What follows belongs to an exercise in optimizing a design on an open flow for small area; a production flow would make more cautious choices. RTL that was checked went through simulation tests only; none was proved equivalent to the original. Power and IR drop assume default switching activity. The flow treats the clock pin as an ideal source, which a real chip does not have.

Design top_PF, start of the top module:
module top_PF (
    input  signed [7:0] i_signals,
    input               clk,
    input               rst,
    output              o_clock,
    output signed [7:0] o_signal,
    output        [1:0] pwm
);
reg [3:0] pa;    
reg [4:0] pb;    
wire pb_wrap = (pb == 5'd23);
always @(posedge clk or negedge rst)
  if (!rst) begin
    pa <= 4'd0;
    pb <= 5'd0;
  end else begin
    pb <= pb_wrap ? 5'd0 : pb + 5'd1;
    if (pb_wrap) pa <= (pa == 4'd14) ? 4'd0 : pa + 4'd1;
  end
wire pa3  = (pa == 4'd3);
wire pa7  = (pa == 4'd7);
wire pa11 = (pa == 4'd11);
wire pa12 = (pa == 4'd12);
wire pa13 = (pa == 4'd13);
wire ev_x    = pa3  && (pb == 5'd18);    
wire ev_dn   = pa11 && (pb == 5'd6);     
wire ev_s    = pa11 && (pb == 5'd7);     
wire c0      = pa11 && (pb == 5'd8);     
wire ev_p2   = pa12 && (pb == 5'd14);    
wire c30     = pa12 && (pb == 5'd14);    
wire c31     = pa12 && (pb == 5'd15);    
wire c60     = pa13 && (pb == 5'd20);    
wire lapA    = (pa11 && pb >= 5'd9) || (pa12 && pb <= 5'd13);    
wire mcalc   = (pa12 && pb >= 5'd15) || (pa13 && pb <= 5'd19);   
wire slip    = mcalc || c60;                                     
wire ge90  = (pa > 4'd3) || (pa3 && pb >= 5'd18);
wire le179 = (pa < 4'd7) || (pa7 && pb <= 5'd11);
wire ge270 = (pa > 4'd11) || (pa11 && pb >= 5'd6);
assign o_clock = (ge90 && le179) || ge270;
reg clr;
reg  [7:0] r1 [0:97];
reg  [7:0] xin;
reg  [6:0] q1;
reg        pend1, run1;
wire [7:0] h1 = r1[0];
wire       start1 = pend1 && (q1 == 7'd0);
reg  signed [14:0] acc1;
integer i;
always @(posedge clk) begin
  for (i = 0; i < 97; i = i + 1) r1[i] <= r1[i+1];
  r1[97] <= clr ? 8'd0 : (start1 ? xin : h1);
end
always @(posedge clk)
  if (ev_x) xin <= {~i_signals[7], i_signals[6:0]};
always @(posedge clk or negedge rst)
  if (!rst) begin
    q1 <= 7'd0;
    pend1 <= 1'b0;
    run1 <= 1'b0;
    clr <= 1'b1;
  end else begin
    q1 <= (start1 || q1 == 7'd97) ? 7'd0 : q1 + 7'd1;
    if (ev_x) pend1 <= 1'b1;
    else if (start1) pend1 <= 1'b0;
    if (start1) run1 <= 1'b1;
    else if (q1 == 7'd96) run1 <= 1'b0;
    if (q1 == 7'd97) clr <= 1'b0;
  end
wire [14:0] a1_in = start1 ? {{6{xin[7]}}, xin, 1'b0} : acc1;
  ...
Settings: LEC_CHECK=0, ABC_AREA=1, CAP_MARGIN=20, CORE_MARGIN=2, CORE_UTILIZATION=70, CTS_BUF_LIST=sky130_fd_sc_hd__clkbuf_16, CTS_CLUSTER_DIAMETER=60, CTS_CLUSTER_SIZE=28, SLEW_MARGIN=20; clock period 20.0 ns.
run.sh (not shown) runs the stock make flow with config.mk's settings and CLKGATE_MAP_FILE= SYNTH_SCRIPT=/design/flow/synth_recipe.tcl, a recipe that flattens the netlist after the stock synthesis.
Next try:
Settings changed: CTS_BUF_LIST sky130_fd_sc_hd__clkbuf_16 to sky130_fd_sc_hd__clkbuf_8, CTS_CLUSTER_DIAMETER 60 to 40, CTS_CLUSTER_SIZE 28 to 16.
Outcome: Worst hold slack is worse by 0.017 ns. Wire length shrinks by 5.5%. Worst setup slack gains 0.18 ns. Flip-flop and latch count is unchanged. Design area climbs by 0.47%. Final cell count is higher by 2.4%. Maximum frequency is higher by 1.0%. Area after synthesis stays the same.

* * *

Another version of the RTL of top_PF (not shown whole).
Size: ~3400 cells after synthesis, ~1800 flip-flops, roughly 21 I/O pins, ~50000 um^2 of cells after synthesis.
==> flow/config.mk <==
export PLATFORM = sky130hd
export DESIGN_NAME = top_PF
export DESIGN_NICKNAME = top_PF
export VERILOG_FILES = /design/flow/design.v
export SDC_FILE = /design/flow/constraint.sdc
export NUM_CORES = 4
export LEC_CHECK = 0
export CAP_MARGIN = 20
export CORE_MARGIN = 2
export CORE_UTILIZATION = 70
export CTS_BUF_LIST = sky130_fd_sc_hd__clkbuf_16
export CTS_CLUSTER_DIAMETER = 40
export CTS_CLUSTER_SIZE = 30
export SLEW_MARGIN = 20
==> flow/constraint.sdc <==
create_clock -name core_clock -period 20.0 [get_ports {clk}]
set_input_delay 4.0000 -clock core_clock [delete_from_list [all_inputs] [get_ports {clk}]]
set_output_delay 4.0000 -clock core_clock [all_outputs]
set_load 0.01 [all_outputs]
The baseline completed without violations.
==> next run, changes <==
--- a/flow/config.mk
+++ b/flow/config.mk
@@ -10,4 +10 @@
-export CORE_UTILIZATION = 70
-export CTS_BUF_LIST = sky130_fd_sc_hd__clkbuf_16
-export CTS_CLUSTER_DIAMETER = 40
-export CTS_CLUSTER_SIZE = 30
+export CORE_UTILIZATION = 40
Outcome:
- clock-buffer cell count rose by 102
- synthesized cell count stays the same
- final area rose by 3.6%
- setup slack improves by 0.13 ns
No functional check of the RTL was part of any run of this note.

* * *

the baseline:
Another version of the RTL of top_PF (not shown whole).
Size: roughly 3,500 cells after synthesis, roughly 21 I/O pins, about 50,000 um2 of cells after synthesis.
clock: 20.0 ns
lec_check: 0
abc_area: 1
cap_margin: 20
core_margin: 2
core_utilization: 70
cts_buf_list: sky130_fd_sc_hd__clkbuf_16
cts_cluster_diameter: 90
cts_cluster_size: 28
slew_margin: 20
standard.sh (not shown) runs the stock make flow with config.mk's settings and CLKGATE_MAP_FILE= SYNTH_SCRIPT=/design/flow/synth_recipe.tcl, a recipe that flattens the netlist after the stock synthesis.
==> flow/flow/run.sh <==
#!/bin/bash
# The standard layout (standard.sh: every ORFS step, synthesis included,
# unchanged), with two options passed to it:
#  - CTS_ARGS: the clock tree as cts.tcl would build it from config.mk's CTS
#    settings, plus -dont_use_dummy_load (no dummy loads on the leaf nets);
#  - BUFFER_PORTS_ARGS: every input and output port is still buffered, with
#    sky130_fd_sc_hd__buf_1 instead of the delay cell buffer_ports picks.
# ORFS writes each step's full log under orfs/logs/; make's own output goes
# to standard_flow.log.
set -euo pipefail
CTS="-sink_clustering_enable -repair_clock_nets -dont_use_dummy_load"
CTS="$CTS -buf_list sky130_fd_sc_hd__clkbuf_16"
CTS="$CTS -sink_clustering_size 26 -sink_clustering_max_diameter 110"
bash standard.sh "CTS_ARGS=$CTS" "BUFFER_PORTS_ARGS=-buffer_cell sky130_fd_sc_hd__buf_1" finish > standard_flow.log 2>&1
## Diff of input files: the candidate against the baseline
--- a/flow/flow/run.sh
+++ b/flow/flow/run.sh
@@ -11,4 +11,4 @@
 CTS="-sink_clustering_enable -repair_clock_nets -dont_use_dummy_load"
 CTS="$CTS -buf_list sky130_fd_sc_hd__clkbuf_16"
-CTS="$CTS -sink_clustering_size 26 -sink_clustering_max_diameter 110"
+CTS="$CTS -sink_clustering_size 30 -sink_clustering_max_diameter 100"
 bash standard.sh "CTS_ARGS=$CTS" "BUFFER_PORTS_ARGS=-buffer_cell sky130_fd_sc_hd__buf_1" finish > standard_flow.log 2>&1
### Flow results
Compared the candidate against the baseline; placeable core region within noise.
Looking at the candidate and the baseline, the relative contribution of combinational cells to total power is a wash.
For the data required time of the worst path, the candidate came in 0.04 ns lower than the baseline did.
Between the candidate and the baseline, the difference in met2 usage in global routing is negligible.
| global-route usage | the candidate vs the baseline | ≈ equal |
From the baseline to the candidate the numbers moved as follows: fraction of the cycle the final worst path needs went down by 0.44 points, area after synthesis was more or less identical.

* * *

## before
RTL: one of the versions met above, not the one the previous note started from.
Size: about 3,400 cells after synthesis, about 1,800 flip-flops.
export LEC_CHECK = 0
export CAP_MARGIN = 20
export CORE_MARGIN = 2
export CORE_UTILIZATION = 70
export CTS_BUF_LIST = sky130_fd_sc_hd__clkbuf_8
export CTS_CLUSTER_DIAMETER = 40
export CTS_CLUSTER_SIZE = 16
export SLEW_MARGIN = 20
create_clock -name core_clock -period 20.0 [get_ports {clk}]
run.sh (not shown) runs the stock make flow with config.mk's settings and CLKGATE_MAP_FILE= SYNTH_SCRIPT=/design/flow/synth_recipe.tcl, a recipe that flattens the netlist after the stock synthesis.
Stock flow here: none of the scripts above is used.
### before -> after
- CTS_CLUSTER_SIZE: 16 -> unset
- CTS_CLUSTER_DIAMETER: 40 -> unset
- CTS_BUF_LIST: sky130_fd_sc_hd__clkbuf_8 -> sky130_fd_sc_hd__clkbuf_4
--- outcome ---
after did not stop at any stage, and its layout met the timing, design-rule and antenna checks. Changes observed in after relative to before: combinational cell fraction of total power now sits at about the same level; met3 usage in global routing now sits higher; via count now sits higher. after ends up with a leakage power summed over all cells that is about 6% higher than in before.
Function was not checked in any run of this note: the RTL went through the layout flow alone.

* * *

top_PF, a different RTL version from the one above (not shown whole).
For scale: roughly 3,500 cells after synthesis, roughly 1,800 flip-flops, about 21 I/O pins, ~49,000 sq um of cells after synthesis.
// top_PF
module top_PF (
    input  signed [7:0] i_signals,
    input               clk,
    input               rst,
    output              o_clock,
    output signed [7:0] o_signal,
    output        [1:0] pwm
);
reg [3:0] pa;    
reg [4:0] pb;    
wire pb_wrap = (pb == 5'd23);
always @(posedge clk or negedge rst)
  if (!rst) begin
    pa <= 4'd0;
    pb <= 5'd0;
  end else begin
    pb <= pb_wrap ? 5'd0 : pb + 5'd1;
    if (pb_wrap) pa <= (pa == 4'd14) ? 4'd0 : pa + 4'd1;
  end
wire pa3  = (pa == 4'd3);
wire pa7  = (pa == 4'd7);
wire pa11 = (pa == 4'd11);
wire pa12 = (pa == 4'd12);
wire pa13 = (pa == 4'd13);
wire ev_x    = pa3  && (pb == 5'd18);    
wire ev_dn   = pa11 && (pb == 5'd6);     
wire ev_s    = pa11 && (pb == 5'd7);     
wire c0      = pa11 && (pb == 5'd8);     
wire ev_p2   = pa12 && (pb == 5'd14);    
wire c30     = pa12 && (pb == 5'd14);    
wire c31     = pa12 && (pb == 5'd15);    
wire c60     = pa13 && (pb == 5'd20);    
wire lapA    = (pa11 && pb >= 5'd9) || (pa12 && pb <= 5'd13);    
wire mcalc   = (pa12 && pb >= 5'd15) || (pa13 && pb <= 5'd19);   
wire slip    = mcalc || c60;                                     
wire ge90  = (pa > 4'd3) || (pa3 && pb >= 5'd18);
wire le179 = (pa < 4'd7) || (pa7 && pb <= 5'd11);
wire ge270 = (pa > 4'd11) || (pa11 && pb >= 5'd6);
assign o_clock = (ge90 && le179) || ge270;
reg clr;
always @(posedge clk or negedge rst)
  if (!rst) clr <= 1'b1;
  else if (pa == 4'd2 && pb == 5'd9) clr <= 1'b0;     
reg  [7:0] re [0:48];
reg  [7:0] ro [0:48];
reg        par;           
reg  signed [14:0] acc1;
wire [7:0] xnew = {~i_signals[7], i_signals[6:0]};
wire w1 = (pa3 && pb >= 5'd19) || (pa == 4'd4) || (pa == 4'd5 && pb <= 5'd18);    
wire w2 = (pa == 4'd5 && pb >= 5'd19) || (pa == 4'd6) || (pa7 && pb <= 5'd19);    
wire rsel = w1 ? ~par : par;
wire [7:0] h1 = rsel ? ro[0] : re[0];
  ...
Settings: LEC_CHECK=0, ABC_AREA=1, CAP_MARGIN=20, CORE_MARGIN=2, CORE_UTILIZATION=70, CTS_BUF_LIST=sky130_fd_sc_hd__clkbuf_16, CTS_CLUSTER_DIAMETER=60, CTS_CLUSTER_SIZE=28, SLEW_MARGIN=20; clock period 20.0 ns.
standard.sh (not shown) runs the stock make flow with config.mk's settings and CLKGATE_MAP_FILE= SYNTH_SCRIPT=/design/flow/synth_recipe.tcl, a recipe that flattens the netlist after the stock synthesis.
==> flow/flow/run.sh <==
#!/bin/bash
# The standard layout (the standard.sh, every ORFS step unchanged), with
# one CTS option added: no dummy loads on the clock tree's leaf nets.  The
# other CTS options are the ones cts.tcl builds from config.mk.
set -euo pipefail
CTS="-sink_clustering_enable -repair_clock_nets -dont_use_dummy_load"
CTS="$CTS -buf_list sky130_fd_sc_hd__clkbuf_16"
CTS="$CTS -sink_clustering_size 24 -sink_clustering_max_diameter 90"
bash standard.sh "CTS_ARGS=$CTS" finish > standard_flow.log 2>&1
Edit:
==> flow/flow/run.sh (replaced) <==
#!/bin/bash
# The standard layout (standard.sh: every ORFS step, synthesis included,
# unchanged), with two options passed to it:
#  - CTS_ARGS: the clock tree as cts.tcl would build it from config.mk's CTS
#    settings, plus -dont_use_dummy_load (no dummy loads on the leaf nets);
#  - BUFFER_PORTS_ARGS: every input and output port is still buffered, with
#    sky130_fd_sc_hd__buf_1 instead of the delay cell buffer_ports picks.
# ORFS writes each step's full log under orfs/logs/; make's own output goes
# to standard_flow.log.
set -euo pipefail
CTS="-sink_clustering_enable -repair_clock_nets -dont_use_dummy_load"
CTS="$CTS -buf_list sky130_fd_sc_hd__clkbuf_16"
CTS="$CTS -sink_clustering_size 28 -sink_clustering_max_diameter 90"
bash standard.sh "CTS_ARGS=$CTS" "BUFFER_PORTS_ARGS=-buffer_cell sky130_fd_sc_hd__buf_1" finish > standard_flow.log 2>&1
Settings changed: CTS_CLUSTER_DIAMETER 60 to 90.
- total power shrinks by a few percent
- count of clock-buffer cells in the layout drops by 9
- core utilization falls by 0.51 points
- final cell count hardly moves
Edit:
==> flow/flow/run.sh (replaced) <==
#!/bin/bash
# The standard layout (the standard.sh, every ORFS step unchanged), with
# one CTS option added: no dummy loads on the clock tree's leaf nets.  The
# other CTS options are the ones cts.tcl builds from config.mk.
set -euo pipefail
CTS="-sink_clustering_enable -repair_clock_nets -dont_use_dummy_load"
CTS="$CTS -buf_list sky130_fd_sc_hd__clkbuf_16"
CTS="$CTS -sink_clustering_size 28 -sink_clustering_max_diameter 90 -tree_buf sky130_fd_sc_hd__clkbuf_8"
bash standard.sh "CTS_ARGS=$CTS" finish > standard_flow.log 2>&1
Settings changed: CTS_CLUSTER_DIAMETER 90 to 60.
What happened: The new run completed without violations; global-route usage goes down by 1.8 points; total power is about the same; routed wire length goes down by a few percent; clock power is about the same.

-- afterwards: timing with drivers on the ports --
The flow's constraints put no driver on any port. The routed layouts listed below were extracted and timed again, unchanged, in two steps. Step 1, drivers: a clkbuf_16 drives clk and a buf_2 each remaining input, both assumed. Step 2 adds t to the input delays and takes it off the output delays; t is the mean of the earliest and latest rising clock arrival at the registers after step 1. Input paths then give back, and output paths get back, about the clock's delay inside the block. Three values: no drivers, after step 1, after step 2; two values: the first two.
run | t, ns | slack for setup (ns) | worst setup path at the end | pins driven straight from the clock port
the first run of note 1 | 0.710 | 1.746 / 1.746 / 1.746 | register to register | 1
the second run of note 1 | 0.863 | 1.928 / 1.928 / 1.928 | register to register | 1
the first run of note 2 | 0.788 | 1.476 / 1.476 / 1.476 | register to register | 1
the second run of note 2 | 0.827 | 1.610 / 1.610 / 1.610 | register to register | 1
the baseline | 0.722 | 3.839 / 3.839 / 3.839 | register to register | 1
the candidate | 0.705 | 3.927 / 3.927 / 3.927 | register to register | 1
before | 0.859 | 1.567 / 1.567 / 1.567 | register to register | 1
after | 1.185 | 1.621 / 1.621 / 1.621 | register to register | 1
the first run of note 5 | 0.701 | 3.964 / 3.964 / 3.964 | register to register | 1
the second run of note 5 | 0.698 | 3.907 / 3.907 / 3.907 | register to register | 1
the third run of note 5 | 0.678 | 3.951 / 3.951 / 3.951 | register to register | 1
After both steps every run listed still meets setup and hold.
